Source: an optimization exercise on an open RTL-to-GDS flow (aim: small area). Production flows keep margins and buffers that such runs may drop. Where RTL was checked, it was by simulation tests only, not by an equivalence proof against the original. For runs 1 to 6, only the layout was checked, not whether the RTL still works. In runs 5 to 8 and 10 the design's own scripts or RTL, not TritonCTS, make the clock network. The clock input has no modelled driver; a real chip could not lean on it and would need a root buffer or a full tree. Power figures rest on the tool's default switching activity, not on a simulated workload.

==> flow/flow/run.sh <==
#!/bin/bash
# The standard layout (standard.sh) with three changes:
#  - synthesis maps the logic with an area-oriented ABC script,
#  - the port buffers are the smallest buffer, buf_1,
#  - the clock tree uses clkbuf_4 buffers and no dummy loads.
set -e
W=$PWD
export AREA_ABC_SCRIPT=$W/flow/area.abc
export BUFFER_PORTS_ARGS="-buffer_cell sky130_fd_sc_hd__buf_1"
export CTS_ARGS="-sink_clustering_enable -repair_clock_nets -sink_clustering_size 30 -sink_clustering_max_diameter 100 -buf_list ${CTS_BUFS:-sky130_fd_sc_hd__clkbuf_4} -dont_use_dummy_load"
bash standard.sh SYNTH_SCRIPT=$W/flow/synth.tcl finish > $W/standard.log 2>&1
==> flow/flow/area.abc <==
strash
&get -n
&fraig -x
&put
scorr
dc2
strash
&get -n
&dch -f
&nf -a -R 1000
&put
==> flow/flow/synth.tcl <==
# The standard flow's synthesis script (synth_recipe.tcl), with ABC's mapping script
# replaced by an area-oriented one (flow/area.abc).
proc synth {args} { yosys synth -nofsm -noshare {*}$args }
proc abc {args} {
  set i [lsearch $args -script]
  if {$i >= 0} { lset args [expr {$i+1}] $::env(AREA_ABC_SCRIPT) }
  yosys abc {*}$args
}
source $::env(SCRIPTS_DIR)/synth.tcl
# left out here: clear keep_hierarchy, flatten, clean up, hide names made inside functions, write 1_2_yosys.v
==> flow/standard.sh <==
#!/bin/bash
# synth_recipe.tcl (not shown) runs the flow's synth.tcl, then flattens the netlist and writes it again
# the make line also repeats each setting of config.mk as NAME=value (left out here)
make -C /OpenROAD-flow-scripts/flow DESIGN_CONFIG=/design/flow/config.mk WORK_HOME=/design/flow/orfs CLKGATE_MAP_FILE= SYNTH_SCRIPT=/design/flow/synth_recipe.tcl "${@:-finish}"
==> flow/config.mk <==
export PLATFORM = sky130hd
export DESIGN_NAME = uart_tx
export DESIGN_NICKNAME = uart_tx
export VERILOG_FILES = /design/flow/design.v
export SDC_FILE = /design/flow/constraint.sdc
export NUM_CORES = 4
export LEC_CHECK = 0
export CAP_MARGIN = 20
export CORE_MARGIN = 2
export CORE_UTILIZATION = 85
export SLEW_MARGIN = 20
==> flow/constraint.sdc <==
create_clock -name core_clock -period 10.0 [get_ports {clock}]
set_input_delay 2.0000 -clock core_clock [delete_from_list [all_inputs] [get_ports {clock}]]
set_output_delay 2.0000 -clock core_clock [all_outputs]
set_load 0.01 [all_outputs]
==> flow/design.v <==
module uart_tx(
    input clock, reset, result, compute,
    input [2:0] imgID,
    input [9:0] accuracy,
    input [8:0] bbx1, bby1, bbx2, bby2,
    output tx, txComplete
);
localparam CONV = 4'd5, DONE = 4'd4, IDLE = 4'd6, START = 4'd7, STOP = 4'd0;
localparam [4:0] R = 27;
localparam [4:0] K_ACC = R+1, K_X1 = R+6, K_Y1 = R+11, K_X2 = R+16, K_Y2 = R+21, K_GO = R+27;
localparam [4:0] C0 = R+28, C1 = R+29, C2 = R+30, C3 = R+31, C4 = R+32,
    C5 = R+33, C6 = R+34, C7 = R+35, C8 = R+36, C9 = R+37, C10 = R+38,
    C11 = R+39, C12 = R+40, C13 = R+41, C14 = R+42, C15 = R+43, C16 = R+44,
    C17 = R+45, C18 = R+46, C19 = R+47, C20 = R+48, C21 = R+49, C22 = R+50,
    C23 = R+51, C24 = R+52, C25 = R+53, C26 = R+54;
reg txo;
reg [4:0] cc;
reg [3:0] sl;
reg [9:0] bc;       
reg [9:0] n;        
reg [3:0] d;        
reg [8:0] w1, w2, w3, w4;
localparam [9:0] BC_FULL = 10'd128, BC_HALF = 10'd224;
wire term = (bc[9:3] == 7'b1011110) & (bc[1:0] == 2'b01);
wire [9:0] bc_next = {bc[8:0], bc[9] ^ bc[6]};
wire isH = (cc == C5) | (cc == C10) | (cc == C14) | (cc == C18) | (cc == C22);
wire isT = (cc == C6) | (cc == C11) | (cc == C15) | (cc == C19) | (cc == C23);
wire isO = (cc == C8) | (cc == C12) | (cc == C16) | (cc == C20) | (cc == C24);
wire [9:0] cst = isH ? 10'd100 : 10'd10;
wire dig = isH | isT;
wire [10:0] diff = {1'b0, n} - {1'b0, cst};
wire ge = ~diff[10];
reg [7:0] msg;
always @* begin
    case (cc)
        C0, C25: msg = 8'h23;
        C1:      msg = {5'b00110, imgID};
        C3:      msg = {7'b0011000, result};
        C7:      msg = 8'h2e;
        C26:     msg = 8'h0a;
        C2, C4, C9, C13, C17, C21: msg = 8'h2d;
        C8, C12, C16, C20, C24: msg = {4'b0011, n[3:0]};
        default: msg = {4'b0011, d};
    endcase
end
wire bitval = sl[3] ? msg[sl[2:0]] : (sl != START);
reg [8:0] wsel;
always @* begin
    case (cc)
        C8:  wsel = w1;
        C12: wsel = w2;
        C16: wsel = w3;
        default: wsel = w4;
    endcase
end
always @(posedge clock) begin
    if (reset) begin
        txo <= 1'b0; cc <= R; sl <= CONV; bc <= BC_HALF;
    end else if (sl == CONV) begin
        if (compute) begin
            cc <= cc + 5'd1;
            if (cc == K_ACC) n  <= accuracy;
            if (cc == K_X1)  w1 <= bbx1;
            if (cc == K_Y1)  w2 <= bby1;
            if (cc == K_X2)  w3 <= bbx2;
            if (cc == K_Y2)  w4 <= bby2;
            if (cc == K_GO)  sl <= IDLE;
        end
    end else if (sl != DONE) begin
        if (term) begin
            if (sl == STOP) begin
                sl <= IDLE; cc <= cc + 5'd1; bc <= BC_HALF;
            end else begin
                sl <= sl + 4'd1; bc <= BC_FULL;
            end
            if (sl == 4'd15 && cc == C26) sl <= DONE;
        end else begin
            bc <= bc_next;
            txo <= bitval;
        end
        if (sl == STOP) begin
            d <= 4'd0;
            if (isO) n <= {1'b0, wsel};
        end else if (sl == IDLE && dig && ge) begin
            n <= diff[9:0];
            d <= (d == 4'd9) ? 4'd0 : d + 4'd1;
        end
    end
end
assign tx = txo;
assign txComplete = (sl == DONE);
endmodule
==> results.json, run 1 <==
{
  "status": "stopped before the end",
  "haltStage": "5_1_grt",
  "error": "[ERROR GRT-0232] Routing congestion too high. Check the congestion heatmap in the GUI.",
  "dp_hpwl_um": 7034,
  "row_count": 23,
  "syn-num-nets": 390,
  "grt_usage_pct": 77.01,
  "cts_buffers": 9,
  "avgSynthCellArea_sq_um": 10.69,
  "synth.distinct_cells": 36,
  "ys.warnings.count": 1,
  "ctsResizeCount": 0,
  "gp_congestion": 0.9870,
  "ios": 55,
  "htree_levels": 3,
  "yosysSeqAreaShare_pct": 55.76,
  "yosys.area.top_type": "edfxtp_1",
  "die_h_um": 67.35,
  "syn_inst": 319,
  "synthTopCellsByArea": "edfxtp_1 44%, dfxtp_1 12%, ha_1 6.2%",
  "ys.flop_type": "edfxtp_1",
  "synthArstFlopShare_pct": 0,
  "grt_max_degree": 19,
  "start_util_pct": 86.51,
  "max-clock-path-buffers": 2,
  "synth.ff_latch_count": 70,
  "synth_top_area_share_pct": 44.02,
  "cts_hold_buf": 0,
  "fp.dieW_um": 67.35,
  "clockRootBuffer": "clkbuf_4",
  "synth_area_sq_um": 3411,
  "cts_setup_buffers": 0,
  "numPortBuffers": 54,
  "cts.sinks": 70,
  "globalRouteOverflowTotal": 16,
  "synth_edf_count": 50
}
## synthesized netlist by cell type (3+ instances only)
cell and instances:
nand4_1 5, nor2_1 26, nor3_1 10, edfxtp_1 50, nand2b_1 3, o221ai_1 3, ha_1 17, and2_0 3
a222oi_1 5, dfxtp_1 20, nor4_1 3, a211oi_1 6, nand3_1 4, a21oi_1 31, o21ai_0 19, xor2_1 7
nor2b_1 7, nand2_1 44, o211ai_1 3, a221oi_1 4, xnor2_1 5, a22oi_1 11, clkinv_1 13, and3_1 3
## per-stage QoR
step	worst slack (ps)	util (%)	hold slack [ps]	cell area [sq um]	std cells
floorplan	6461	-	430.0	3411	319
global placement	5948	93.94	451.3	3704	425
detailed placement	5836	94.07	452.8	3709	425
CTS	5741	95.78	473.0	3776	434
## how the worst max path moves through the flow
stage,from,end,slack (ps),cells past startpoint
CTS,cc[0],n[5],5740,16
detailed placement,reset,w1[5],5840,4
global placement,reset,w3[1],5950,4
floorplan,reset,w1[0],6460,3
## cells by family after synthesis
| logic type | count (synthesis) | share of synthesized area, % |
|---|---|---|
| xor+xnor | 12 | 3.081 |
| simple gates | 111 | 14.89 |
| fa+ha+maj | 18 | 6.823 |
| buf+inv | 13 | 1.431 |
| compound gates | 95 | 18.01 |
| flops | 70 | 55.76 |
## power groups by stage
stage	Clock [mW]	Combinational [mW]	Sequential (mW)
after CTS	0.131	0.321	0.376
after detailed placement	0	0.287	0.380
after global placement	0	0.258	0.375
after floorplan	0	0.202	0.369
## per-layer routing
layer | GRT usage [%] | overflow
met5 | 18.75 | 0
met4 | 76.79 | 6
met3 | 63.00 | 0
met2 | 91.46 | 10
met1 | 78.69 | 0
==> run 2, diff against run 1 <==
--- a/flow/config.mk
+++ b/flow/config.mk
@@ -9,3 +9,3 @@
 export CORE_MARGIN = 2
-export CORE_UTILIZATION = 85
+export CORE_UTILIZATION = 75
 export SLEW_MARGIN = 20
==> run 2 against run 1 <==
  * The run now finishes clean
  * Synthesized cell count unchanged
  * Area after synthesis unchanged
==> results.json, run 2 <==
{
  "dp.cells": 427,
  "rr_startpoint": "cc[0]",
  "post_drt_via_cell_ratio": 6.725,
  "worstMarginPinSlew_ps": 1041,
  "layout_common_cells": "54 x buf_1, 50 x edfxtp_1, 44 x nand2_1",
  "synth.ff_latch_count": 70,
  "avgSynthCellArea_sq_um": 10.69,
  "ctsResizeCount": 0,
  "numPortBuffers": 54,
  "holdPathEnd": "bc[2]",
  "drt_wl_total_um": 8300,
  "rsz0062_at_grt": "false",
  "gp_congestion": 0.9857,
  "vias": 2932,
  "drv_cap": 0,
  "first_pass_iters": 7,
  "cts.sinks": 70,
  "powerDensity_nw_per_um2": 207.7,
  "clk-insertion-delay-late_ps": 410,
  "critPathMaxFanout": 9,
  "final_common_cell": "buf_1",
  "ys.warnings.count": 1,
  "grt_pass1_vias": 2942,
  "timing.final.crit_share_pct": 39.41,
  "fp.dieW_um": 71.44,
  "syn_inst": 319,
  "worst-r2r-setup-slack_ps": 6060,
  "final_cells": 436,
  "startpoint_type": "flop",
  "synth.distinct_cells": 36,
  "hold_path_depth": 2,
  "wl_per_cell_um": 19.04,
  "dieArea_sq_um": 5103,
  "antenna_cells": 0,
  "fmax_ghz": 0.2537,
  "p_leak_nw": 1.255,
  "grt_usage_pct": 34.93,
  "slew_violations": 0,
  "path_class": "reg -> reg",
  "grt_pass1_wl_um": 13370,
  "cts.clk_slew.worst_paths_ps": 110,
  "grt_antenna_before_repair": 0,
  "r2r_cells": 16,
  "period_needed_ps": 3941,
  "setup_viol": 0,
  "hold_path.class": "reg -> reg",
  "synth_edf_count": 50,
  "max-clock-path-buffers": 2,
  "final.setup_skew_ps": 18.95,
  "status": "no timing/DRC/antenna violations",
  "cts_setup_buffers": 0,
  "synthArstFlopShare_pct": 0,
  "relSlewSlack_pct": 30.10,
  "tns_ps": 0,
  "clockRootBuffer": "clkbuf_4",
  "cts_hold_buf": 0,
  "cts_tree": "built",
  "top_regs": "bc x10, n x10",
  "synth_top_area_share_pct": 44.02,
  "globalRouteOverflowTotal": 0,
  "ios": 55,
  "min_from": "bc[1]",
  "yosys.area.top_type": "edfxtp_1",
  "die_h_um": 71.44,
  "critPathCaptureType": "flop",
  "drtIter0Drc": 369,
  "peakVddDrop_v": 0.0001444,
  "synth_area_sq_um": 3411,
  "final_nets": 457,
  "required_ps": 10170,
  "final_core_util_pct": 87.18,
  "hold_violations": 0,
  "start_util_pct": 78.33,
  "htree_levels": 3,
  "antenna_left": 0,
  "drc_errors": 0,
  "area_delta_synth_final_pct": 11.30,
  "synthTopCellsByArea": "edfxtp_1 44%, dfxtp_1 12%, ha_1 6.2%",
  "row_count": 24,
  "synth_common_cells": "50 x edfxtp_1, 44 x nand2_1, 31 x a21oi_1",
  "yosysSeqAreaShare_pct": 55.76,
  "ys.flop_type": "edfxtp_1",
  "drive_above_1_share_pct": 3.646,
  "grt_max_degree": 19,
  "coreArea_sq_um": 4354,
  "rr_endpoint": "n[9]",
  "cts_buffers": 9,
  "syn-num-nets": 390,
  "yosysMostFrequentCell": "edfxtp_1",
  "arrival_ps": 4110,
  "dp_hpwl_um": 6152
}
==> run 2: cell counts after synthesis <==
No cell type changed its count.
==> run 2: kinds of logic (layout without fill, tap and decap cells) <==
| logic type | count (synthesis) | in the layout | synth area share (%) |
|---|---|---|---|
| buf+inv | 13 | 78 | 1.431 |
| xor+xnor | 12 | 12 | 3.081 |
| flops | 70 | 70 | 55.76 |
| compound gates | 95 | 95 | 18.01 |
| fa+ha+maj | 18 | 18 | 6.823 |
| simple gates | 111 | 111 | 14.89 |
==> run 2: per-layer routing <==
metal  share of wire [%]  GRT usage (%)  vias to the layer above
met3                  11          8.158                       28
met1                  37          43.54                     1343
met2                  50          58.44                      213
met4                 2.0          15.72                        0
met5                   0              0                        -
li1                    -              -                     1348
==> run 2: cell type report <==
cell class | count | area [sq um]
timing repair buffer | 56 | 217.7
inverter | 13 | 48.80
clock buffer | 9 | 67.56
fill | 223 | 558.0
multi-input combinational | 236 | 1495
sequential | 70 | 1902
tap | 52 | 65.06
==> run 2: how the worst max path moves through the flow <==
| stage | slack, ps | depth (start not counted) | end | from |
|---|---|---|---|---|
| 2_1_floorplan | 6460 | 3 | w1[0] | reset |
| 3_3_place_gp | 5920 | 4 | w2[8] | reset |
| 3_5_place_dp | 5890 | 4 | w4[8] | reset |
| 4_1_cts | 6120 | 16 | n[5] | cc[0] |
| 5_1_grt | 5710 | 16 | n[5] | cc[0] |
| 6_report | 6060 | 16 | n[9] | cc[0] |
==> run 2: where the power goes <==
| part | total, mW | switching (mW) | internal, mW |
|---|---|---|---|
| registers | 0.374 | 0.0350 | 0.339 |
| logic | 0.287 | 0.185 | 0.102 |
| clock network | 0.128 | 0.0857 | 0.0419 |
| total | 0.788 | 0.306 | 0.483 |
==> run 2: critical path, cell delays in order (launching register included) <==
cell,delay [ps]
dfxtp_1,440
clkinv_1,130
ha_1,240
nand2_1,190
nor2_1,80
a21oi_1,530
ha_1,350
nor2b_1,120
o21ai_0,180
nand2_1,70
a21oi_1,260
nor2b_1,80
nor3_1,230
nand2b_1,120
o2111ai_1,340
a211oi_1,140
buf_4,200
==> run 2: per-stage QoR <==
step / hold WS [ps] / total power [mW] / area [sq um] / setup slack (ps)
CTS: 462.4 / 0.7743 / 3787 / 6123
detailed placement: 475.4 / 0.6542 / 3720 / 5889
global placement: 446.2 / 0.6370 / 3699 / 5916
floorplan: 430.0 / 0.5712 / 3411 / 6461
finish: 483.9 / 0.7885 / 3796 / 6059
global route: 484.1 / 0.8319 / 3796 / 5707
==> run 3, diff against run 2 <==
==> flow/flow/run.sh (replaced) <==
#!/bin/bash
# The standard layout (standard.sh) with three changes:
#  - synthesis maps the logic with an area-oriented ABC script,
#  - the port buffers are the smallest buffer, buf_1,
#  - the clock tree uses clkbuf_8 buffers and no dummy loads.
set -e
W=$PWD
export AREA_ABC_SCRIPT=$W/flow/area.abc
export BUFFER_PORTS_ARGS="-buffer_cell sky130_fd_sc_hd__buf_1"
export CTS_ARGS="-sink_clustering_enable -repair_clock_nets -sink_clustering_size 30 -sink_clustering_max_diameter 100 -buf_list ${CTS_BUFS:-sky130_fd_sc_hd__clkbuf_8} -dont_use_dummy_load"
bash standard.sh SYNTH_SCRIPT=$W/flow/synth.tcl finish > $W/standard.log 2>&1
--- a/flow/config.mk
+++ b/flow/config.mk
@@ -9,3 +9,3 @@
 export CORE_MARGIN = 2
-export CORE_UTILIZATION = 75
+export CORE_UTILIZATION = 85
 export SLEW_MARGIN = 20
==> run 3 against run 2 <==
  * The flow now stops in 5_1_grt
  * Area after synthesis did not move
  * Synthesized cell count did not move
==> results.json, run 3 <==
{
  "fp.dieW_um": 67.35,
  "grt_usage_pct": 76.53,
  "dp_slack_ps": 5836,
  "yosys.area.top_type": "edfxtp_1",
  "ios": 55,
  "globalRouteOverflowTotal": 25,
  "avgSynthCellArea_sq_um": 10.69,
  "cts_setup_buffers": 0,
  "synth_area_sq_um": 3411,
  "die_h_um": 67.35,
  "cts.sinks": 70,
  "htree_levels": 3,
  "synthTopCellsByArea": "edfxtp_1 44%, dfxtp_1 12%, ha_1 6.2%",
  "start_util_pct": 86.51,
  "synth-adder-area-share_pct": 6.823,
  "muxShareOfSynthArea_pct": 0,
  "synth_compound_area_share_pct": 18.01,
  "numPortBuffers": 54,
  "clockRootBuffer": "clkbuf_8",
  "synth.distinct_cells": 36,
  "yosysSeqAreaShare_pct": 55.76,
  "synth_top_family_by_area": "compound AO/OA/AOI/OAI gates",
  "synth_common_cells": "50 x edfxtp_1, 44 x nand2_1, 31 x a21oi_1",
  "synthXorXnorAreaFrac_pct": 3.081,
  "synthArstFlopShare_pct": 0,
  "max-clock-path-buffers": 2,
  "yosys.area_share.simple_pct": 14.89,
  "error": "[ERROR GRT-0232] Routing congestion too high. Check the congestion heatmap in the GUI.",
  "syn-num-nets": 390,
  "synth_edf_count": 50,
  "synth_top_area_share_pct": 44.02,
  "syn_inst": 319,
  "status": "stopped before the end",
  "dp_hpwl_um": 7034,
  "row_count": 23,
  "ys.flop_type": "edfxtp_1",
  "grt_max_degree": 19,
  "cts_hold_buf": 0,
  "ys.warnings.count": 1,
  "ctsResizeCount": 0,
  "yosysMostFrequentCell": "edfxtp_1",
  "gp_congestion": 0.9870,
  "synth.ff_latch_count": 70,
  "haltStage": "5_1_grt",
  "cts_buffers": 9
}
==> run 3: layer usage <==
metal | overflow | global-route usage, %
met3 | 0 | 59.00
met5 | 0 | 0
met1 | 0 | 76.49
met4 | 14 | 83.93
met2 | 11 | 93.56
==> run 3: through the flow <==
| stage | cells | instance area, sq um | util [%] |
|---|---|---|---|
| 2_1_floorplan | 319 | 3411 | - |
| 3_3_place_gp | 425 | 3704 | 93.94 |
| 3_5_place_dp | 425 | 3709 | 94.07 |
| 4_1_cts | 434 | 3832 | 97.21 |
==> run 3: worst max-delay path by stage <==
stage               start    end  slack (ps)  depth (start not counted)
CTS                 cc[0]   n[5]        5780                         16
floorplan           reset  w1[0]        6460                          3
global placement    reset  w3[1]        5950                          4
detailed placement  reset  w1[5]        5840                          4
==> run 3: power by group through the flow <==
| stage | sequential, mW | combinational, mW | clock (mW) |
|---|---|---|---|
| after global placement | 0.375 | 0.258 | 0 |
| after floorplan | 0.369 | 0.202 | 0 |
| after detailed placement | 0.380 | 0.287 | 0 |
| after CTS | 0.377 | 0.318 | 0.174 |
==> run 3: kinds of logic after synthesis <==
group,Yosys count
xor gates and xnor gates,12
AOI/OAI and AO/OA,95
DFF,70
and+or+nand+nor,111
buffers and inverters,13
adders and majority gates,18
==> run 4, diff against run 3 <==
--- a/flow/config.mk
+++ b/flow/config.mk
@@ -9,3 +9,3 @@
 export CORE_MARGIN = 2
-export CORE_UTILIZATION = 85
+export CORE_UTILIZATION = 68
 export SLEW_MARGIN = 20
==> run 4 against run 3 <==
  * Now clean on timing, DRC and antenna
  * Synthesized cell count unchanged
  * Area after synthesis is the same
==> results.json, run 4 <==
{
  "arrival_ps": 3960,
  "final_core_util_pct": 81.05,
  "htree_levels": 3,
  "timing.final.crit_share_pct": 38.83,
  "crit_path_max_incr_delay_ps": 490,
  "drc_errors": 0,
  "critPathCaptureType": "flop",
  "synth_area_sq_um": 3411,
  "cts_buffers": 9,
  "final_common_cell": "buf_1",
  "grt_antenna_before_repair": 0,
  "hold_path.class": "reg -> reg",
  "drv_cap": 0,
  "dieArea_sq_um": 5598,
  "ys.flop_type": "edfxtp_1",
  "cts_setup_buffers": 0,
  "powerDensity_nw_per_um2": 212.3,
  "cts_tree": "built",
  "synth.distinct_cells": 36,
  "numPortBuffers": 54,
  "globalRouteOverflowTotal": 0,
  "peakVddDrop_v": 0.0001746,
  "grt_pass1_vias": 2666,
  "fmax_ghz": 0.2575,
  "first_pass_iters": 5,
  "ios": 55,
  "cts.sinks": 70,
  "relSlewSlack_pct": 46.59,
  "clk-insertion-delay-late_ps": 340,
  "drive_above_1_share_pct": 3.886,
  "start_util_pct": 71.27,
  "yosys.area.top_type": "edfxtp_1",
  "max-clock-path-buffers": 2,
  "required_ps": 10080,
  "antenna_left": 0,
  "cts_hold_buf": 0,
  "avgSynthCellArea_sq_um": 10.69,
  "wl_per_cell_um": 17.67,
  "synth_edf_count": 50,
  "p_leak_nw": 1.289,
  "grt_usage_pct": 30.38,
  "dp_hpwl_um": 5757,
  "drtIter0Drc": 361,
  "drt_wl_total_um": 8003,
  "critPathMaxFanout": 9,
  "layout_common_cells": "54 x buf_1, 50 x edfxtp_1, 44 x nand2_1",
  "row_count": 25,
  "syn_inst": 319,
  "ctsResizeCount": 0,
  "yosysMostFrequentCell": "edfxtp_1",
  "synthArstFlopShare_pct": 0,
  "antenna_cells": 0,
  "synth_common_cells": "50 x edfxtp_1, 44 x nand2_1, 31 x a21oi_1",
  "die_h_um": 74.82,
  "grt_pass1_wl_um": 12360,
  "synthTopCellsByArea": "edfxtp_1 44%, dfxtp_1 12%, ha_1 6.2%",
  "vias": 2881,
  "worstMarginPinSlew_ps": 801.2,
  "post_drt_via_cell_ratio": 6.360,
  "final.setup_skew_ps": 19.48,
  "hold_violations": 0,
  "crit_chain": "clkinv_1 > ha_1 > nand2_1 > nor2_1 > a21oi_1 > ha_1 > nor2b_1 > o21ai_0 > nand2_1 > a21oi_1 > nor2b_1 > nor3_1 > nand2b_1 > o2111ai_1 > a211oi_1 > buf_4",
  "setup_viol": 0,
  "syn-num-nets": 390,
  "yosysSeqAreaShare_pct": 55.76,
  "cts.clk_slew.worst_paths_ps": 60,
  "status": "no timing/DRC/antenna violations",
  "synth_top_area_share_pct": 44.02,
  "clockRootBuffer": "clkbuf_8",
  "slowest_stage": "a21oi_1",
  "grt_max_degree": 19,
  "path_class": "reg -> reg",
  "finalPower_mw": 0.8236,
  "tns_ps": 0,
  "startpoint_type": "flop",
  "fillers": 313,
  "final_nets": 459,
  "rsz0062_at_grt": "false",
  "synth.ff_latch_count": 70,
  "ys.warnings.count": 1,
  "gp_congestion": 0.9042,
  "area_delta_synth_final_pct": 13.72,
  "worst-r2r-setup-slack_ps": 6120,
  "top_regs": "bc x10, n x10",
  "coreArea_sq_um": 4786,
  "fp.dieW_um": 74.82,
  "period_needed_ps": 3883,
  "slew_violations": 0
}
## run 4: report_power, final
group,switching [mW],internal (mW),total (mW),leakage [nW]
clock network,0.0877,0.0800,0.168,0.0647
logic,0.180,0.101,0.281,0.611
registers,0.0350,0.340,0.375,0.613
total,0.303,0.521,0.824,1.29
## run 4: worst paths after layout
kind                            start     to  cells after the start
worst min register to register  bc[2]  bc[2]                      2
worst max-delay path            cc[0]   n[2]                     16
worst max register to register  cc[0]   n[2]                     16
worst min-delay path            bc[2]  bc[2]                      2
## run 4: kinds of logic after synthesis
| logic type | Yosys count | synth area share, % |
|---|---|---|
| xor gates and xnor gates | 12 | 3.081 |
| and+or+nand+nor | 111 | 14.89 |
| adders and majority gates | 18 | 6.823 |
| buffers and inverters | 13 | 1.431 |
| AOI/OAI and AO/OA | 95 | 18.01 |
| DFF | 70 | 55.76 |
## run 4: stage by stage
stage | cell area, sq um | setup slack [ps] | cells | hold slack (ps)
after global placement | 3732 | 6056 | 443 | 450.6
final | 3879 | 6117 | 453 | 461.8
after floorplan | 3411 | 6461 | 319 | 430.0
after global routing | 3879 | 5678 | 453 | 480.0
after detailed placement | 3732 | 5941 | 443 | 451.8
after CTS | 3856 | 6159 | 452 | 462.8
## run 4: final cells by class
type                    count  area, sq um  area share (%)
clock buffers               9        123.9           3.194
inverters                  13        48.80           1.258
multi-input cells         236         1490           38.42
flip-flops and latches     70         1902           49.03
well taps                  67        83.83           2.161
repair buffers             58        230.2           5.935
## run 4: critical path: cells and delay by family, from the launching register on
kind / cells / cell delay, ps
AND/OR/NAND/NOR: 7 / 930
adder cells (fa/ha/maj): 2 / 580
flip-flops: 1 / 420
AO/OA/AOI/OAI: 5 / 1350
buffers and inverters: 2 / 340
## run 4: per-layer routing
layer	global-route usage [%]	share of wire, %
met1	38.81	40
met2	50.10	49
met3	6.292	7.6
met4	13.89	2.9
met5	0	0
==> run 5, diff against run 4 <==
==> flow/flow/run.sh (replaced) <==
#!/bin/bash
# The standard layout (standard.sh) with these changes:
#  - synthesis maps the logic with an area-oriented ABC script (flow/area.abc),
#  - the port buffers are the smallest buffer, buf_1,
#  - the clock port drives four clkbuf_8 leaf buffers, one per quadrant of
#    the registers (flow/pre_cts.tcl), instead of TritonCTS's tree.
set -e
W=$PWD
export FLOW_DIR_OWN=$W/flow
export AREA_ABC_SCRIPT=$W/flow/area.abc
export BUFFER_PORTS_ARGS="-buffer_cell sky130_fd_sc_hd__buf_1"
export PRE_CTS_TCL=$W/flow/pre_cts.tcl
bash standard.sh SYNTH_SCRIPT=$W/flow/synth.tcl finish > $W/standard.log 2>&1
==> flow/flow/leafbuf.tcl (new file) <==
proc leaf_split {pts axis parts} {
  if {$parts <= 1} { return [list $pts] }
  set idx [expr {$axis == 0 ? 1 : 2}]
  set pts [lsort -integer -index $idx $pts]
  set h [expr {[llength $pts] / 2}]
  set a [lrange $pts 0 [expr {$h - 1}]]
  set b [lrange $pts $h end]
  set p2 [expr {$parts / 2}]
  return [concat [leaf_split $a [expr {1 - $axis}] $p2] [leaf_split $b [expr {1 - $axis}] $p2]]
}
proc leaf_clock_buffers {portnet bufcell k} {
  set block [ord::get_db_block]
  set clknet [$block findNet $portnet]
  set master [[ord::get_db] findMaster $bufcell]
  set pts {}
  foreach it [$clknet getITerms] {
    set b [[$it getInst] getBBox]
    lappend pts [list $it [expr {([$b xMin] + [$b xMax]) / 2}] [expr {([$b yMin] + [$b yMax]) / 2}]]
  }
  set g 0
  foreach grp [leaf_split $pts 1 $k] {
    set inst [odb::dbInst_create $block $master clkleaf_buf_$g]
    set net [odb::dbNet_create $block clkleaf_net_$g]
    $net setSigType CLOCK
    set sx 0; set sy 0
    foreach p $grp {
      set it [lindex $p 0]
      $it disconnect
      $it connect $net
      set sx [expr {$sx + [lindex $p 1]}]; set sy [expr {$sy + [lindex $p 2]}]
    }
    [$inst findITerm A] connect $clknet
    [$inst findITerm X] connect $net
    $inst setLocation [expr {$sx / [llength $grp]}] [expr {$sy / [llength $grp]}]
    $inst setPlacementStatus PLACED
    incr g
  }
}
==> flow/flow/pre_cts.tcl (new file) <==
# Sourced by ORFS's cts.tcl before its clock tree synthesis: the clock port
# drives four clkbuf_8 leaf buffers, one per quadrant of the registers, and
# TritonCTS is skipped.
source $::env(FLOW_DIR_OWN)/leafbuf.tcl
leaf_clock_buffers clock sky130_fd_sc_hd__clkbuf_8 4
proc clock_tree_synthesis {args} { puts "clock tree built by flow/pre_cts.tcl" }
==> run 5 against run 4 <==
  * Largest power group unchanged
  * Largest cell class unchanged
  * Critical path type unchanged
  * Die area unchanged
  * Power decreased by 7.9%
  * Register-to-register slack improved by 20 ps
==> results.json, run 5 <==
{
  "required_ps": 9940,
  "synth.distinct_cells": 36,
  "antenna_left": 0,
  "drv_cap": 0,
  "yosysSeqAreaShare_pct": 55.76,
  "startpoint_type": "flop",
  "crit_path_max_incr_delay_ps": 500,
  "dieArea_sq_um": 5598,
  "p_leak_nw": 1.247,
  "status": "no timing/DRC/antenna violations",
  "crit_path_end": "n[4]",
  "ys.flop_type": "edfxtp_1",
  "crit_chain": "clkinv_1 > ha_1 > nand2_1 > nor2_1 > a21oi_1 > ha_1 > nor2b_1 > o21ai_0 > nand2_1 > a21oi_1 > nor2b_1 > nor3_1 > nand2b_1 > o2111ai_1 > a211oi_1 > buf_4",
  "setup_viol": 0,
  "grt_usage_pct": 28.23,
  "yosysMostFrequentCell": "edfxtp_1",
  "drive_above_1_share_pct": 2.368,
  "start_util_pct": 71.27,
  "grt_antenna_before_repair": 0,
  "synthTopCellsByArea": "edfxtp_1 44%, dfxtp_1 12%, ha_1 6.2%",
  "cts_setup_buffers": 0,
  "post_drt_via_cell_ratio": 6.394,
  "clk-insertion-delay-late_ps": 170,
  "numPortBuffers": 54,
  "critPathTopFamily": "compound AO/OA/AOI/OAI gates",
  "grt_pass1_wl_um": 12130,
  "synth_edf_count": 50,
  "fmax_ghz": 0.2587,
  "cts.clk_slew.worst_paths_ps": 110,
  "gp_congestion": 0.9042,
  "fin_ws_ps": 6135,
  "relSlewSlack_pct": 26.22,
  "drt_wl_total_um": 7831,
  "hold_violations": 0,
  "r2r_cells": 16,
  "dp_hpwl_um": 5757,
  "slew_violations": 0,
  "crit_start": "cc[0]",
  "final_nets": 453,
  "worstMarginPinSlew_ps": 1098,
  "worst-r2r-setup-slack_ps": 6130,
  "top_regs": "bc x10, n x10",
  "ios": 55,
  "path_class": "reg -> reg",
  "rr_startpoint": "cc[0]",
  "ys.warnings.count": 1,
  "layout_common_cells": "54 x buf_1, 50 x edfxtp_1, 44 x nand2_1",
  "cp.depth": 16,
  "rr_endpoint": "n[4]",
  "cts_hold_buf": 0,
  "syn-num-nets": 390,
  "final_common_cell": "buf_1",
  "fin_area_sq_um": 3805,
  "dp_slack_ps": 5941,
  "peakVddDrop_v": 0.0001418,
  "drtIter0Drc": 354,
  "coreArea_sq_um": 4786,
  "globalRouteOverflowTotal": 0,
  "fillers": 322,
  "rsz0062_at_grt": "false",
  "period_needed_ps": 3865,
  "grt_pass1_vias": 2642,
  "synth.ff_latch_count": 70,
  "grt_max_degree": 19,
  "critPathMaxFanout": 9,
  "synth_common_cells": "50 x edfxtp_1, 44 x nand2_1, 31 x a21oi_1",
  "wl_per_cell_um": 17.52,
  "drc_errors": 0,
  "area_delta_synth_final_pct": 11.56,
  "yosys.area.top_type": "edfxtp_1",
  "crit_buf_inv": 2,
  "vias": 2858,
  "synthArstFlopShare_pct": 0,
  "fp.dieW_um": 74.82,
  "antenna_cells": 0,
  "synth_area_sq_um": 3411,
  "final.setup_skew_ps": 19.64,
  "first_pass_iters": 7,
  "arrival_ps": 3800,
  "die_h_um": 74.82,
  "place_area_sq_um": 3732,
  "timing.final.crit_share_pct": 38.65,
  "slowest_stage": "a21oi_1",
  "row_count": 25,
  "syn_inst": 319,
  "hold_path.class": "reg -> reg",
  "critPathCaptureType": "flop",
  "powerDensity_nw_per_um2": 199.4,
  "tns_ps": 0,
  "ctsResizeCount": 0,
  "synth_top_area_share_pct": 44.02,
  "avgSynthCellArea_sq_um": 10.69
}
[run 5: cell count changes in the layout (fill, tap and decap cells not counted), sizes merged]
cell	change
buf	-1
clkbuf	-5
[run 5: worst min path at each step]
stage / startpoint / to / slack, ps / cells after the start
2_1_floorplan: bc[2] / bc[2] / 430 / 2
3_3_place_gp: bc[2] / bc[2] / 450 / 2
3_5_place_dp: bc[2] / bc[2] / 450 / 2
4_1_cts: bc[2] / bc[2] / 450 / 2
5_1_grt: bc[2] / bc[2] / 490 / 2
6_report: bc[2] / bc[2] / 460 / 2
[run 5: cell families (layout without fill, tap and decap cells)]
kind of cell | Yosys count | after routing | share of synthesized area (%)
adder cells (fa/ha/maj) | 18 | 18 | 6.823
AO/OA/AOI/OAI | 95 | 95 | 18.01
buffers and inverters | 13 | 74 | 1.431
XOR/XNOR | 12 | 12 | 3.081
AND/OR/NAND/NOR | 111 | 111 | 14.89
flip-flops | 70 | 70 | 55.76
[run 5: routing by layer]
layer	global-route usage (%)	share of wire, %	vias up
met5	0	0	-
met1	37.45	40	1341
met2	50.49	50	147
li1	-	-	1347
met4	6.746	2.3	0
met3	2.544	7.1	23
[run 5: worst reg2reg max path, stage by stage (launching register included)]
cell	delay (ps)
dfxtp_1	430
clkinv_1	130
ha_1	240
nand2_1	210
nor2_1	90
a21oi_1	500
ha_1	340
nor2b_1	120
o21ai_0	210
nand2_1	80
a21oi_1	250
nor2b_1	80
nor3_1	240
nand2b_1	110
o2111ai_1	270
a211oi_1	130
buf_4	210
[run 5: area by class of cell]
type	instances	area (sq um)	area share (%)
Timing Repair Buffer	57	225.2	5.919
Multi-Input combinational cell	236	1490	39.16
Sequential cell	70	1902	49.98
Buffer	4	55.05	1.447
Inverter	13	48.80	1.282
Tap cell	67	83.83	2.203
[run 5: power breakdown]
part           switching [mW]  internal (mW)  leakage (nW)
Combinational           0.179          0.101         0.606
Clock                  0.0676         0.0372        0.0288
Sequential             0.0343          0.339         0.613
Total                   0.281          0.478          1.25
[run 5: through the flow]
step	hold slack [ps]	instances	power [mW]	utilization, %
final	463.0	447	0.7587	79.50
after global placement	450.6	443	0.6371	77.99
after global routing	485.4	447	0.8037	79.50
after detailed placement	451.8	443	0.6465	77.99
after floorplan	430.0	319	0.5712	-
after CTS	454.0	447	0.7284	79.14
==> run 6, diff against run 5 <==
--- a/flow/design.v
+++ b/flow/design.v
@@ -8,9 +8,5 @@
 localparam CONV = 4'd5, DONE = 4'd4, IDLE = 4'd6, START = 4'd7, STOP = 4'd0;
-localparam [4:0] R = 27;
-localparam [4:0] K_ACC = R+1, K_X1 = R+6, K_Y1 = R+11, K_X2 = R+16, K_Y2 = R+21, K_GO = R+27;
-localparam [4:0] C0 = R+28, C1 = R+29, C2 = R+30, C3 = R+31, C4 = R+32,
-    C5 = R+33, C6 = R+34, C7 = R+35, C8 = R+36, C9 = R+37, C10 = R+38,
-    C11 = R+39, C12 = R+40, C13 = R+41, C14 = R+42, C15 = R+43, C16 = R+44,
-    C17 = R+45, C18 = R+46, C19 = R+47, C20 = R+48, C21 = R+49, C22 = R+50,
-    C23 = R+51, C24 = R+52, C25 = R+53, C26 = R+54;
+localparam [4:0] R = 30;
+localparam [4:0] K_ACC = 28, K_X1 = 13, K_Y1 = 26, K_X2 = 16, K_Y2 = 18, K_GO = 19;
+localparam [4:0] C0 = 7, C1 = 15, C2 = 31, C3 = 30, C4 = 28, C5 = 24, C6 = 17, C7 = 3, C8 = 6, C9 = 13, C10 = 27, C11 = 23, C12 = 14, C13 = 29, C14 = 26, C15 = 21, C16 = 10, C17 = 20, C18 = 8, C19 = 16, C20 = 1, C21 = 2, C22 = 4, C23 = 9, C24 = 18, C25 = 5, C26 = 11;
 reg txo;
@@ -60,3 +56,3 @@
         if (compute) begin
-            cc <= cc + 5'd1;
+            cc <= {cc[3:0], cc[4] ^ cc[2]};
             if (cc == K_ACC) n  <= accuracy;
@@ -71,3 +67,3 @@
             if (sl == STOP) begin
-                sl <= IDLE; cc <= cc + 5'd1; bc <= BC_HALF;
+                sl <= IDLE; cc <= {cc[3:0], cc[4] ^ cc[2]}; bc <= BC_HALF;
             end else begin
==> run 6 against run 5 <==
  * Clock power is essentially flat
  * Die area fell by 1.3%
  * Wire length down 8.2%
  * Maximum frequency is 2.4% higher
  * Register-to-register slack improved by 90 ps
  * Design area fell by 1.8%
==> results.json, run 6 <==
{
  "syn_inst": 314,
  "grt_usage_pct": 27.36,
  "rr_endpoint": "txo",
  "final_common_cell": "buf_1",
  "antenna_left": 0,
  "synth_area_sq_um": 3362,
  "cts.clk_slew.worst_paths_ps": 110,
  "ctsResizeCount": 0,
  "dp_hpwl_um": 5351,
  "clk-insertion-delay-late_ps": 170,
  "antenna_cells": 0,
  "drt_wl_total_um": 7186,
  "p_leak_nw": 1.210,
  "rsz0062_at_grt": "false",
  "wl_per_cell_um": 16.29,
  "row_count": 25,
  "slew_violations": 0,
  "yosysMostFrequentCell": "edfxtp_1",
  "hold_path_depth": 2,
  "cts_hold_buf": 0,
  "fmax_ghz": 0.2650,
  "area_delta_synth_final_pct": 11.09,
  "crit_chain": "or3_1 > or2_0 > nand3_1 > nor4_1 > a222oi_1 > a21oi_1 > nor2_1 > o21ai_0 > o311ai_0 > a22o_1 > a211oi_1",
  "slowest_stage": "dfxtp_1",
  "post_drt_via_cell_ratio": 6.190,
  "holdPathEnd": "bc[2]",
  "first_pass_iters": 5,
  "r2r_cells": 11,
  "start_util_pct": 70.71,
  "top_regs": "bc x10, n x10",
  "layout_common_cells": "54 x buf_1, 50 x edfxtp_1, 37 x nand2_1",
  "numPortBuffers": 54,
  "synthArstFlopShare_pct": 0,
  "drtIter0Drc": 373,
  "fp.dieW_um": 74.32,
  "worstMarginPinSlew_ps": 1018,
  "powerDensity_nw_per_um2": 233.5,
  "drv_cap": 0,
  "synth_top_area_share_pct": 44.66,
  "coreArea_sq_um": 4755,
  "crit_path_max_incr_delay_ps": 730,
  "cts_setup_buffers": 0,
  "avgSynthCellArea_sq_um": 10.71,
  "yosysSeqAreaShare_pct": 56.57,
  "path_class": "reg -> reg",
  "synth.ff_latch_count": 70,
  "grt_antenna_before_repair": 0,
  "fillers": 334,
  "arrival_ps": 3860,
  "grt_pass1_vias": 2513,
  "synth_common_cells": "50 x edfxtp_1, 37 x nand2_1, 34 x a21oi_1",
  "dp.cells": 437,
  "final.setup_skew_ps": 16.87,
  "grt_pass1_wl_um": 11740,
  "gp_congestion": 0.9059,
  "grt_max_degree": 24,
  "setup_viol": 0,
  "critPathCaptureType": "flop",
  "ys.flop_type": "edfxtp_1",
  "dieArea_sq_um": 5523,
  "drc_errors": 0,
  "ys.warnings.count": 1,
  "crit_buf_inv": 0,
  "drive_above_1_share_pct": 2.406,
  "relSlewSlack_pct": 31.60,
  "peakVddDrop_v": 0.0001444,
  "hold_violations": 0,
  "period_needed_ps": 3773,
  "critPathTopFamily": "simple AND/OR/NAND/NOR gates",
  "timing.final.crit_share_pct": 37.73,
  "rr_startpoint": "cc[4]",
  "yosys.area.top_type": "edfxtp_1",
  "critPathMaxFanout": 20,
  "globalRouteOverflowTotal": 0,
  "worst-r2r-setup-slack_ps": 6230,
  "vias": 2730,
  "die_h_um": 74.32,
  "tns_ps": 0,
  "final_cells": 441,
  "final_nets": 441,
  "startpoint_type": "flop",
  "synth.distinct_cells": 47,
  "status": "no timing/DRC/antenna violations",
  "hold_path.class": "reg -> reg",
  "synthTopCellsByArea": "edfxtp_1 45%, dfxtp_1 12%, a21oi_1 5.1%",
  "syn-num-nets": 379,
  "ios": 55,
  "min_from": "bc[1]",
  "synth_edf_count": 50,
  "required_ps": 10090
}
[run 6: how the worst max path moves through the flow]
stage	from	end	cells after the start	slack (ps)
2_1_floorplan	reset	w1[0]	2	6470
3_5_place_dp	reset	w1[7]	4	6270
5_1_grt	cc[4]	txo	11	5810
6_report	cc[4]	txo	11	6230
4_1_cts	reset	w1[7]	4	6260
3_3_place_gp	reset	n[6]	5	6070
[run 6: layout make-up]
type	instances	area [sq um]	area share, %
flip-flops and latches	70	1902	50.92
inverters	9	33.78	0.9045
well taps	67	83.83	2.245
repair buffers	56	217.7	5.829
multi-input cells	235	1443	38.63
plain buffers	4	55.05	1.474
[run 6: worst min-delay path, cell delays in order (launching register included)]
cell and delay, ps:
dfxtp_1 340, nand2_1 60, a21oi_1 50
[run 6: power breakdown]
part           internal [mW]  leakage [nW]  switching (mW)
Combinational          0.139         0.567           0.232
Clock                 0.0372        0.0288          0.0667
Sequential             0.351         0.614          0.0455
[run 6: through the flow]
step / utilization (%) / cell area, sq um / setup slack (ps) / power, mW / hold WS, ps
2_1_floorplan: - / 3362 / 6467 / 0.6650 / 425.5
3_3_place_gp: 77.18 / 3670 / 6069 / 0.7534 / 441.2
3_5_place_dp: 77.29 / 3675 / 6267 / 0.7624 / 449.5
4_1_cts: 78.45 / 3730 / 6264 / 0.8447 / 450.1
5_1_grt: 78.55 / 3735 / 5812 / 0.9330 / 483.9
6_report: 78.55 / 3735 / 6227 / 0.8721 / 465.6
[run 6: logic make-up after synthesis]
| family | after synthesis | synth area share [%] |
|---|---|---|
| AND/OR/NAND/NOR | 112 | 15.48 |
| buffers and inverters | 9 | 1.005 |
| adder cells (fa/ha/maj) | 12 | 4.689 |
| AO/OA/AOI/OAI | 101 | 19.65 |
| flip-flops | 70 | 56.57 |
| XOR/XNOR | 10 | 2.605 |
[run 6: metal layers]
layer,GRT usage (%),routed length [um],vias to the layer above
met5,0,0,-
met4,3.968,101,0
met3,2.304,597,9
met2,46.83,3421,151
met1,39.84,3066,1238
li1,-,-,1332
==> run 7, diff against run 6 <==
--- a/flow/design.v
+++ b/flow/design.v
@@ -10,3 +10,6 @@
 localparam [4:0] K_ACC = 28, K_X1 = 13, K_Y1 = 26, K_X2 = 16, K_Y2 = 18, K_GO = 19;
-localparam [4:0] C0 = 7, C1 = 15, C2 = 31, C3 = 30, C4 = 28, C5 = 24, C6 = 17, C7 = 3, C8 = 6, C9 = 13, C10 = 27, C11 = 23, C12 = 14, C13 = 29, C14 = 26, C15 = 21, C16 = 10, C17 = 20, C18 = 8, C19 = 16, C20 = 1, C21 = 2, C22 = 4, C23 = 9, C24 = 18, C25 = 5, C26 = 11;
+localparam [4:0] C0 = 7, C1 = 15, C2 = 31, C3 = 30, C4 = 28, C5 = 24, C6 = 17,
+    C7 = 3, C8 = 6, C9 = 13, C10 = 27, C11 = 23, C12 = 14, C13 = 29,
+    C14 = 26, C15 = 21, C16 = 10, C17 = 20, C18 = 8, C19 = 16, C20 = 1,
+    C21 = 2, C22 = 4, C23 = 9, C24 = 18, C25 = 5, C26 = 11;
 reg txo;
==> run 7 against run 6 <==
  * Critical path type unchanged
  * Largest cell class unchanged
  * Flip-flop and latch count unchanged
  * Sequential share of layout area stayed put
  * Critical endpoint unchanged
  * Design area did not move
==> results.json, run 7 <==
{
  "relSlewSlack_pct": 31.60,
  "ios": 55,
  "antenna_left": 0,
  "antenna_cells": 0,
  "fmax_ghz": 0.2650,
  "yosysMostFrequentCell": "edfxtp_1",
  "tns_ps": 0,
  "timing.final.crit_share_pct": 37.73,
  "powerDensity_nw_per_um2": 233.5,
  "synthTopCellsByArea": "edfxtp_1 45%, dfxtp_1 12%, a21oi_1 5.1%",
  "drc_errors": 0,
  "ys.warnings.count": 1,
  "cts_hold_buf": 0,
  "drv_cap": 0,
  "grt_pass1_vias": 2513,
  "ys.flop_type": "edfxtp_1",
  "cts.clk_slew.worst_paths_ps": 110,
  "required_ps": 10090,
  "post_drt_via_cell_ratio": 6.190,
  "setup_viol": 0,
  "area_delta_synth_final_pct": 11.09,
  "dp_slack_ps": 6267,
  "critPathMaxFanout": 20,
  "synth_common_cells": "50 x edfxtp_1, 37 x nand2_1, 34 x a21oi_1",
  "synth.ff_latch_count": 70,
  "synth_edf_count": 50,
  "die_h_um": 74.32,
  "syn-num-nets": 379,
  "arrival_ps": 3860,
  "finalPower_mw": 0.8721,
  "fillers": 334,
  "numPortBuffers": 54,
  "layout_common_cells": "54 x buf_1, 50 x edfxtp_1, 37 x nand2_1",
  "grt_pass1_wl_um": 11740,
  "ctsResizeCount": 0,
  "final_core_util_pct": 78.55,
  "wl_per_cell_um": 16.29,
  "dp_hpwl_um": 5351,
  "fp.dieW_um": 74.32,
  "globalRouteOverflowTotal": 0,
  "coreArea_sq_um": 4755,
  "peakVddDrop_v": 0.0001444,
  "start_util_pct": 70.71,
  "grt_usage_pct": 27.36,
  "place_area_sq_um": 3675,
  "avgSynthCellArea_sq_um": 10.71,
  "top_regs": "bc x10, n x10",
  "fin_area_sq_um": 3735,
  "yosysSeqAreaShare_pct": 56.57,
  "first_pass_iters": 5,
  "synthArstFlopShare_pct": 0,
  "row_count": 25,
  "worstMarginPinSlew_ps": 1018,
  "grt_antenna_before_repair": 0,
  "vias": 2730,
  "period_needed_ps": 3773,
  "drtIter0Drc": 373,
  "fin_ws_ps": 6227,
  "gp_congestion": 0.9059,
  "final.setup_skew_ps": 16.87,
  "synth.distinct_cells": 47,
  "yosys.area.top_type": "edfxtp_1",
  "grt_max_degree": 24,
  "synth_top_area_share_pct": 44.66,
  "hold_violations": 0,
  "status": "no timing/DRC/antenna violations",
  "path_class": "reg -> reg",
  "drive_above_1_share_pct": 2.406,
  "final_nets": 441,
  "slew_violations": 0,
  "final_common_cell": "buf_1",
  "synth_area_sq_um": 3362,
  "critPathCaptureType": "flop",
  "rsz0062_at_grt": "false",
  "syn_inst": 314,
  "cts_setup_buffers": 0,
  "hold_path.class": "reg -> reg",
  "drt_wl_total_um": 7186,
  "dieArea_sq_um": 5523,
  "p_leak_nw": 1.210,
  "startpoint_type": "flop",
  "clk-insertion-delay-late_ps": 170
}
[run 7: cell counts after synthesis]
No cell type changed its count.
[run 7: kinds of logic (layout without fill, tap and decap cells)]
kind of cell / count (synthesis) / count (layout) / share of synthesized area (%)
compound gates: 101 / 101 / 19.65
flops: 70 / 70 / 56.57
buf+inv: 9 / 69 / 1.005
fa+ha+maj: 12 / 12 / 4.689
simple gates: 112 / 112 / 15.48
xor+xnor: 10 / 10 / 2.605
[run 7: final cells by class]
| class | instances | area [sq um] | area share (%) |
|---|---|---|---|
| plain buffers | 4 | 55.05 | 1.474 |
| flip-flops and latches | 70 | 1902 | 50.92 |
| inverters | 9 | 33.78 | 0.9045 |
| well taps | 67 | 83.83 | 2.245 |
| multi-input cells | 235 | 1443 | 38.63 |
| repair buffers | 56 | 217.7 | 5.829 |
[run 7: per-stage QoR]
stage / std cells / hold WS, ps
5_1_grt: 441 / 483.9
2_1_floorplan: 314 / 425.5
3_3_place_gp: 437 / 441.2
4_1_cts: 441 / 450.1
6_report: 441 / 465.6
3_5_place_dp: 437 / 449.5
[run 7: worst paths after layout]
| kind | from | to | slack (ps) | cells past startpoint |
|---|---|---|---|---|
| setup / recovery | cc[4] | txo | 6230 | 11 |
| hold / removal | bc[1] | bc[2] | 470 | 2 |
| setup reg to reg | cc[4] | txo | 6230 | 11 |
| hold reg to reg | bc[1] | bc[2] | 470 | 2 |
[run 7: worst max-delay path, cell delays in order (launching register included)]
cell      delay (ps)
dfxtp_1          730
or3_1            280
or2_0            520
nand3_1          370
nor4_1           610
a222oi_1         140
a21oi_1          200
nor2_1            60
o21ai_0          150
o311ai_0         170
a22o_1           230
a211oi_1         230
[run 7: routing by layer]
layer | track usage (%) | vias to the layer above | part of all wire (%)
met1 | 39.84 | 1238 | 43
met4 | 3.968 | 0 | 1.4
met3 | 2.304 | 9 | 8.3
met2 | 46.83 | 151 | 48
li1 | - | 1332 | -
met5 | 0 | - | 0
[run 7: where the power goes]
group          switching (mW)  internal (mW)
logic                   0.232          0.139
registers              0.0455          0.351
clock network          0.0667         0.0372
==> run 8, diff against run 7 <==
--- a/flow/flow/run.sh
+++ b/flow/flow/run.sh
@@ -2,3 +2,4 @@
 # The standard layout (standard.sh) with these changes:
-#  - synthesis maps the logic with an area-oriented ABC script (flow/area.abc),
+#  - synthesis maps the logic with an area-oriented ABC script (flow/area.abc,
+#    which runs &deepsyn for up to 120 s),
 #  - the port buffers are the smallest buffer, buf_1,
==> flow/flow/area.abc (replaced) <==
strash
&get -n
&fraig -x
&put
scorr
dc2
strash
&get -n
&deepsyn -T 120
&put
strash
&get -n
&dch -f
&nf -R 1000
&put
--- a/flow/config.mk
+++ b/flow/config.mk
@@ -9,3 +9,3 @@
 export CORE_MARGIN = 2
-export CORE_UTILIZATION = 68
+export CORE_UTILIZATION = 75
 export SLEW_MARGIN = 20
==> run 8 against run 7 <==
  * Maximum frequency is 5.8% lower
  * Setup slack worse by 230 ps
  * Flip-flop and latch count unchanged
  * Design area is 3.0% lower
  * Sequential power is about 20% lower
  * Via count rose by 3.1%
  * Die area is 11% lower
  * Core utilization rose by 10 points
  * First-iteration DRC count rose by 41%
  * Sequential share of layout area up 1.6 points
  * Largest cell class unchanged
  * Highest routed layer unchanged
==> results.json, run 8 <==
{
  "fp.dieW_um": 69.99,
  "dp.cells": 396,
  "yosysMostFrequentCell": "edfxtp_1",
  "hold_violations": 0,
  "cts_hold_buf": 0,
  "grt_pass1_vias": 2767,
  "rsz0062_at_grt": "false",
  "globalRouteOverflowTotal": 0,
  "critPathCaptureType": "flop",
  "layout_common_cells": "54 x buf_1, 50 x edfxtp_1, 32 x nand2_1",
  "dp_hpwl_um": 6048,
  "top_regs": "bc x10, n x10",
  "startpoint_type": "primary input",
  "yosys.area.top_type": "edfxtp_1",
  "final_nets": 417,
  "powerDensity_nw_per_um2": 129.2,
  "synth_top_family_by_area": "compound AO/OA/AOI/OAI gates",
  "synthTopCellsByArea": "edfxtp_1 46%, dfxtp_1 12%, ha_1 4.2%",
  "fin_area_sq_um": 3621,
  "final.setup_skew_ps": 22.42,
  "drt_wl_total_um": 8781,
  "place_area_sq_um": 3552,
  "vias": 2814,
  "status": "no timing/DRC/antenna violations",
  "dp_slack_ps": 5915,
  "hold_path.class": "reg -> reg",
  "synth_common_cells": "50 x edfxtp_1, 32 x nand2_1, 27 x nor2_1",
  "area_delta_synth_final_pct": 10.88,
  "die_h_um": 69.99,
  "synth_edf_count": 50,
  "numPortBuffers": 54,
  "required_ps": 10040,
  "synth.distinct_cells": 41,
  "start_util_pct": 79.91,
  "arrival_ps": 4050,
  "peakVddDrop_v": 0.0001580,
  "relSlewSlack_pct": 46.50,
  "syn_inst": 290,
  "synth.ff_latch_count": 70,
  "tns_ps": 0,
  "synthArstFlopShare_pct": 0,
  "slowest_stage": "a21boi_0",
  "yosys.area_share.simple_pct": 15.82,
  "wl_per_cell_um": 21.95,
  "yosysSeqAreaShare_pct": 58.24,
  "drtIter0Drc": 525,
  "antenna_cells": 0,
  "path_class": "in -> reg",
  "drive_above_1_share_pct": 2.286,
  "gp_congestion": 0.9693,
  "worstMarginPinSlew_ps": 798.1,
  "syn-num-nets": 355,
  "cts.clk_slew.worst_paths_ps": 120,
  "grt_max_degree": 19,
  "setup_viol": 0,
  "ios": 55,
  "dieArea_sq_um": 4898,
  "ys.flop_type": "edfxtp_1",
  "grt_antenna_before_repair": 0,
  "fin_ws_ps": 5994,
  "row_count": 23,
  "cts_setup_buffers": 0,
  "clk-insertion-delay-late_ps": 170,
  "coreArea_sq_um": 4086,
  "synth_top_area_share_pct": 45.98,
  "crit_chain": "buf_1 > or2_0 > a21boi_0 > nand2b_1 > o22a_1",
  "period_needed_ps": 4006,
  "ys.warnings.count": 1,
  "slew_violations": 0,
  "muxShareOfSynthArea_pct": 0,
  "ctsResizeCount": 0,
  "synth_area_sq_um": 3266,
  "fmax_ghz": 0.2496,
  "antenna_left": 0,
  "synth_compound_area_share_pct": 18.20,
  "grt_usage_pct": 36.70,
  "timing.final.crit_share_pct": 40.06,
  "synth-adder-area-share_pct": 4.828,
  "avgSynthCellArea_sq_um": 11.26,
  "critPathMaxFanout": 13,
  "drc_errors": 0,
  "synthXorXnorAreaFrac_pct": 1.877,
  "first_pass_iters": 5,
  "post_drt_via_cell_ratio": 7.035,
  "grt_pass1_wl_um": 14020,
  "p_leak_nw": 1.213,
  "crit_path_max_incr_delay_ps": 660,
  "finalPower_mw": 0.4677,
  "final_cells": 400,
  "final_common_cell": "buf_1",
  "drv_cap": 0
}
==> run 8: critical path, delay by kind of cell <==
kind / cells / cell delay, ps
simple gates: 2 / 730
buf+inv: 1 / 390
compound gates: 2 / 910
==> run 8: stage by stage <==
step,util (%),hold slack (ps)
after floorplan,-,433.3
after global placement,86.93,450.6
after detailed placement,86.93,461.6
after CTS,88.27,463.5
after global routing,88.61,496.2
final,88.61,459.7
==> run 8: final cells by class <==
class | count | area, sq um
inverters | 9 | 33.78
multi-input cells | 211 | 1350
flip-flops and latches | 70 | 1902
well taps | 50 | 62.56
repair buffers | 56 | 217.7
plain buffers | 4 | 55.05
fillers | 199 | 465.4
==> run 8: final timing paths <==
| check | startpoint | endpoint | slack, ps | cells past startpoint |
|---|---|---|---|---|
| max | reset | cc[3] | 5990 | 5 |
| min | bc[4] | bc[5] | 460 | 2 |
| max reg2reg | cc[2] | n[8] | 6280 | 16 |
| min reg2reg | bc[4] | bc[5] | 460 | 2 |
==> run 8: power by group <==
group | switching (mW) | internal, mW
combinational | 0.0260 | 0.0179
sequential | 0.00526 | 0.313
clock | 0.0684 | 0.0372
==> run 8: per-layer routing <==
metal | part of all wire (%) | wire, um | vias to the layer above | global-route usage [%]
li1 | - | - | 1246 | -
met1 | 35 | 3092 | 1284 | 45.76
met2 | 49 | 4281 | 238 | 64.44
met3 | 11 | 961 | 46 | 6.061
met4 | 5.1 | 446 | 0 | 13.68
met5 | 0 | 0 | - | 0
==> run 8: logic make-up (layout without fill, tap and decap cells) <==
logic type | count (synthesis) | count (layout)
AOI/OAI and AO/OA | 83 | 83
xor gates and xnor gates | 7 | 7
adders and majority gates | 12 | 12
buffers and inverters | 9 | 69
DFF | 70 | 70
and+or+nand+nor | 109 | 109
==> run 9, diff against run 8 <==
--- a/flow/config.mk
+++ b/flow/config.mk
@@ -9,3 +9,3 @@
 export CORE_MARGIN = 2
-export CORE_UTILIZATION = 75
+export CORE_UTILIZATION = 88
 export SLEW_MARGIN = 20
==> run 9 against run 8 <==
  * The flow now stops in 3_1_place_gp_skip_io
  * Area after synthesis is the same
  * Synthesized cell count stayed put
==> results.json, run 9 <==
{
  "status": "stopped before the end",
  "haltStage": "3_1_place_gp_skip_io",
  "error": "[ERROR GPL-0301] Utilization 100.205 % exceeds 100%.",
  "start_util_pct": 90.56,
  "synth_area_sq_um": 3266,
  "ys.flop_type": "edfxtp_1",
  "fp.dieW_um": 64.92,
  "synthTopCellsByArea": "edfxtp_1 46%, dfxtp_1 12%, ha_1 4.2%",
  "die_h_um": 64.92,
  "avgSynthCellArea_sq_um": 11.26,
  "synthArstFlopShare_pct": 0,
  "syn_inst": 290,
  "synth.ff_latch_count": 70,
  "synth_edf_count": 50,
  "row_count": 22,
  "synth_common_cells": "50 x edfxtp_1, 32 x nand2_1, 27 x nor2_1",
  "ys.warnings.count": 1,
  "syn-num-nets": 355,
  "yosysMostFrequentCell": "edfxtp_1",
  "yosysSeqAreaShare_pct": 58.24,
  "synth.distinct_cells": 41,
  "synth_top_area_share_pct": 45.98,
  "yosys.area.top_type": "edfxtp_1"
}
-- run 9: cell counts after synthesis --
Identical to the previous run, type by type.
-- run 9: logic make-up after synthesis --
group | count (synthesis) | share of synthesized area [%]
AND/OR/NAND/NOR | 109 | 15.82
AO/OA/AOI/OAI | 83 | 18.20
flip-flops | 70 | 58.24
adder cells (fa/ha/maj) | 12 | 4.828
buffers and inverters | 9 | 1.034
XOR/XNOR | 7 | 1.877
==> run 10, diff against run 9 <==
--- a/flow/config.mk
+++ b/flow/config.mk
@@ -9,3 +9,3 @@
 export CORE_MARGIN = 2
-export CORE_UTILIZATION = 88
+export CORE_UTILIZATION = 80
 export SLEW_MARGIN = 20
==> run 10 against run 9 <==
  * The run now finishes clean
  * Synthesized cell count is the same
  * Area after synthesis unchanged
==> results.json, run 10 <==
{
  "gp_congestion": 0.9614,
  "path_class": "in -> reg",
  "first_pass_iters": 6,
  "grt_antenna_before_repair": 0,
  "ys.warnings.count": 1,
  "antenna_left": 0,
  "yosysSeqAreaShare_pct": 58.24,
  "ys.flop_type": "edfxtp_1",
  "synth_top_area_share_pct": 45.98,
  "syn_inst": 290,
  "row_count": 23,
  "coreArea_sq_um": 3971,
  "drt_wl_total_um": 9227,
  "cts.clk_slew.worst_paths_ps": 110,
  "powerDensity_nw_per_um2": 129.7,
  "ctsResizeCount": 0,
  "worstMarginPinSlew_ps": 833.6,
  "crit_chain": "buf_1 > or2_0 > a21boi_0 > nand2b_1 > o22a_1",
  "synth_edf_count": 50,
  "final_nets": 418,
  "place_area_sq_um": 3560,
  "syn-num-nets": 355,
  "use_met3_pct": 9.704,
  "drtIter0Drc": 497,
  "startpoint_type": "primary input",
  "fmax_ghz": 0.2436,
  "layout_common_cells": "54 x buf_1, 50 x edfxtp_1, 32 x nand2_1",
  "hold_path_depth": 1,
  "top_usage_layer": "met2",
  "rsz0062_at_grt": "false",
  "synth_common_cells": "50 x edfxtp_1, 32 x nand2_1, 27 x nor2_1",
  "arrival_ps": 4170,
  "cts_hold_buf": 0,
  "grt_pass1_vias": 2752,
  "rr_endpoint": "n[8]",
  "hold_violations": 0,
  "synthTopCellsByArea": "edfxtp_1 46%, dfxtp_1 12%, ha_1 4.2%",
  "clk-insertion-delay-late_ps": 170,
  "peakVddDrop_v": 0.0001100,
  "critPathMaxFanout": 13,
  "rr_startpoint": "cc[2]",
  "yosysMostFrequentCell": "edfxtp_1",
  "min_from": "bc[2]",
  "hold_path.class": "reg -> reg",
  "final_common_cell": "buf_1",
  "die_h_um": 67.89,
  "ios": 55,
  "synth_area_sq_um": 3266,
  "setup_viol": 0,
  "wl_per_cell_um": 23.01,
  "fin_area_sq_um": 3623,
  "critPathCaptureType": "flop",
  "synthArstFlopShare_pct": 0,
  "status": "no timing/DRC/antenna violations",
  "cts_setup_buffers": 0,
  "slowest_stage": "a21boi_0",
  "numPortBuffers": 54,
  "crit_buf_inv": 1,
  "relSlewSlack_pct": 44.00,
  "worst-r2r-setup-slack_ps": 6010,
  "required_ps": 10060,
  "slew_violations": 0,
  "post_drt_via_cell_ratio": 7.309,
  "drive_above_1_share_pct": 2.279,
  "critPathTopFamily": "compound AO/OA/AOI/OAI gates",
  "dp_hpwl_um": 6159,
  "drv_cap": 0,
  "holdPathEnd": "bc[3]",
  "tns_ps": 0,
  "dieArea_sq_um": 4609,
  "grt_max_degree": 19,
  "timing.final.crit_share_pct": 41.06,
  "p_leak_nw": 1.218,
  "grt_usage_pct": 41.58,
  "met2_usage_pct": 70.10,
  "hold_ws_ps": 486.0,
  "globalRouteOverflowTotal": 0,
  "final.setup_skew_ps": 18.50,
  "crit_path_max_incr_delay_ps": 700,
  "area_delta_synth_final_pct": 10.96,
  "synth.distinct_cells": 41,
  "antenna_cells": 0,
  "fp.dieW_um": 67.89,
  "start_util_pct": 82.23,
  "drc_errors": 0,
  "avgSynthCellArea_sq_um": 11.26,
  "grt_pass1_wl_um": 13770,
  "top_regs": "bc x10, n x10",
  "period_needed_ps": 4106,
  "met1_usage_pct": 52.59,
  "crit_start": "reset",
  "yosys.area.top_type": "edfxtp_1",
  "vias": 2931,
  "synth.ff_latch_count": 70,
  "r2r_cells": 16
}
-- run 10: cell counts after synthesis --
Identical to the previous run, type by type.
-- run 10: area by class of cell --
class / instances / area, sq um
Sequential cell: 70 / 1902
Timing Repair Buffer: 57 / 225.2
Fill cell: 157 / 347.8
Multi-Input combinational cell: 211 / 1345
Buffer: 4 / 55.05
Tap cell: 50 / 62.56
Inverter: 9 / 33.78
-- run 10: worst reg2reg max path: stages (launching register included) --
cell and delay (ps):
dfxtp_1 720, nand2b_1 200, nor2_1 220, nand2_1 80, nand2_1 100, a21o_1 140
clkinv_1 190, ha_1 320, nor2b_1 130, o21ai_0 260, nand2_1 120, a21o_1 220
nand2_1 70, nand2_1 90, xnor2_1 200, a222oi_1 510, nand2_1 160
-- run 10: power by group --
group	switching (mW)	internal, mW	total [mW]
Clock	0.0700	0.0373	0.107
Combinational	0.0262	0.0180	0.0441
Sequential	0.00550	0.313	0.318
Total	0.102	0.368	0.470
-- run 10: layer usage --
metal,vias to the layer above,part of all wire (%)
li1,1241,-
met1,1322,33
met2,292,48
met3,76,13
met4,0,6.3
met5,-,0
-- run 10: cells by family after synthesis --
| logic type | synth area share, % |
|---|---|
| XOR/XNOR | 1.877 |
| AND/OR/NAND/NOR | 15.82 |
| flip-flops | 58.24 |
| AO/OA/AOI/OAI | 18.20 |
| adder cells (fa/ha/maj) | 4.828 |
| buffers and inverters | 1.034 |
-- run 10: metrics by stage --
| step | setup WS (ps) | power (mW) | util [%] | std cells |
|---|---|---|---|---|
| after floorplan | 6287 | 0.3482 | - | 290 |
| after global routing | 5813 | 0.4793 | 91.24 | 401 |
| after CTS | 5874 | 0.4453 | 91.02 | 401 |
| after global placement | 6137 | 0.3628 | 89.63 | 397 |
| final | 5894 | 0.4699 | 91.24 | 401 |
| after detailed placement | 5955 | 0.3657 | 89.63 | 397 |
-- run 10: worst max path at each step --
stage,to,cells after the start
finish,cc[1],5
global route,cc[1],5
CTS,cc[1],5
detailed placement,cc[4],5
global placement,w3[2],3
floorplan,w3[0],3

## static timing again, ports no longer ideal
No port has a modelled driver above. Below, the same layouts with a new extraction and two added sets of constraints. Step 1 (the two cells are an assumption about what drives the block):
set clk [get_ports {clock}]
set_driving_cell -lib_cell sky130_fd_sc_hd__clkbuf_16 $clk
set_driving_cell -lib_cell sky130_fd_sc_hd__buf_2 [delete_from_list [all_inputs] $clk]
Step 2 times the ports against the registers' clock, not the clock port: input delays grow and output delays shrink by t, the midpoint of the rising clock arrivals with the driver on. Three values: ideal ports, drivers, drivers and shift; two values: the first two.
run	t, ns	slack for setup (ns)	cell pins on the clock port's net
run 2	0.426	6.059 / 6.059 / 5.866	1
run 4	0.357	6.117 / 6.117 / 6.114	1
run 5	0.215	6.135 / 6.135 / 6.117	4
run 6	0.217	6.227 / 6.227 / 6.227	4
run 7	0.217	6.227 / 6.227 / 6.227	4
run 8	0.216	5.994 / 6.028 / 5.811	4
run 10	0.217	5.894 / 5.924 / 5.707	4
After both steps every run listed still meets setup and hold. The setup slack of run 2, which loses most, moves by 0.000 ns with the drivers and by -0.193 ns with both steps.
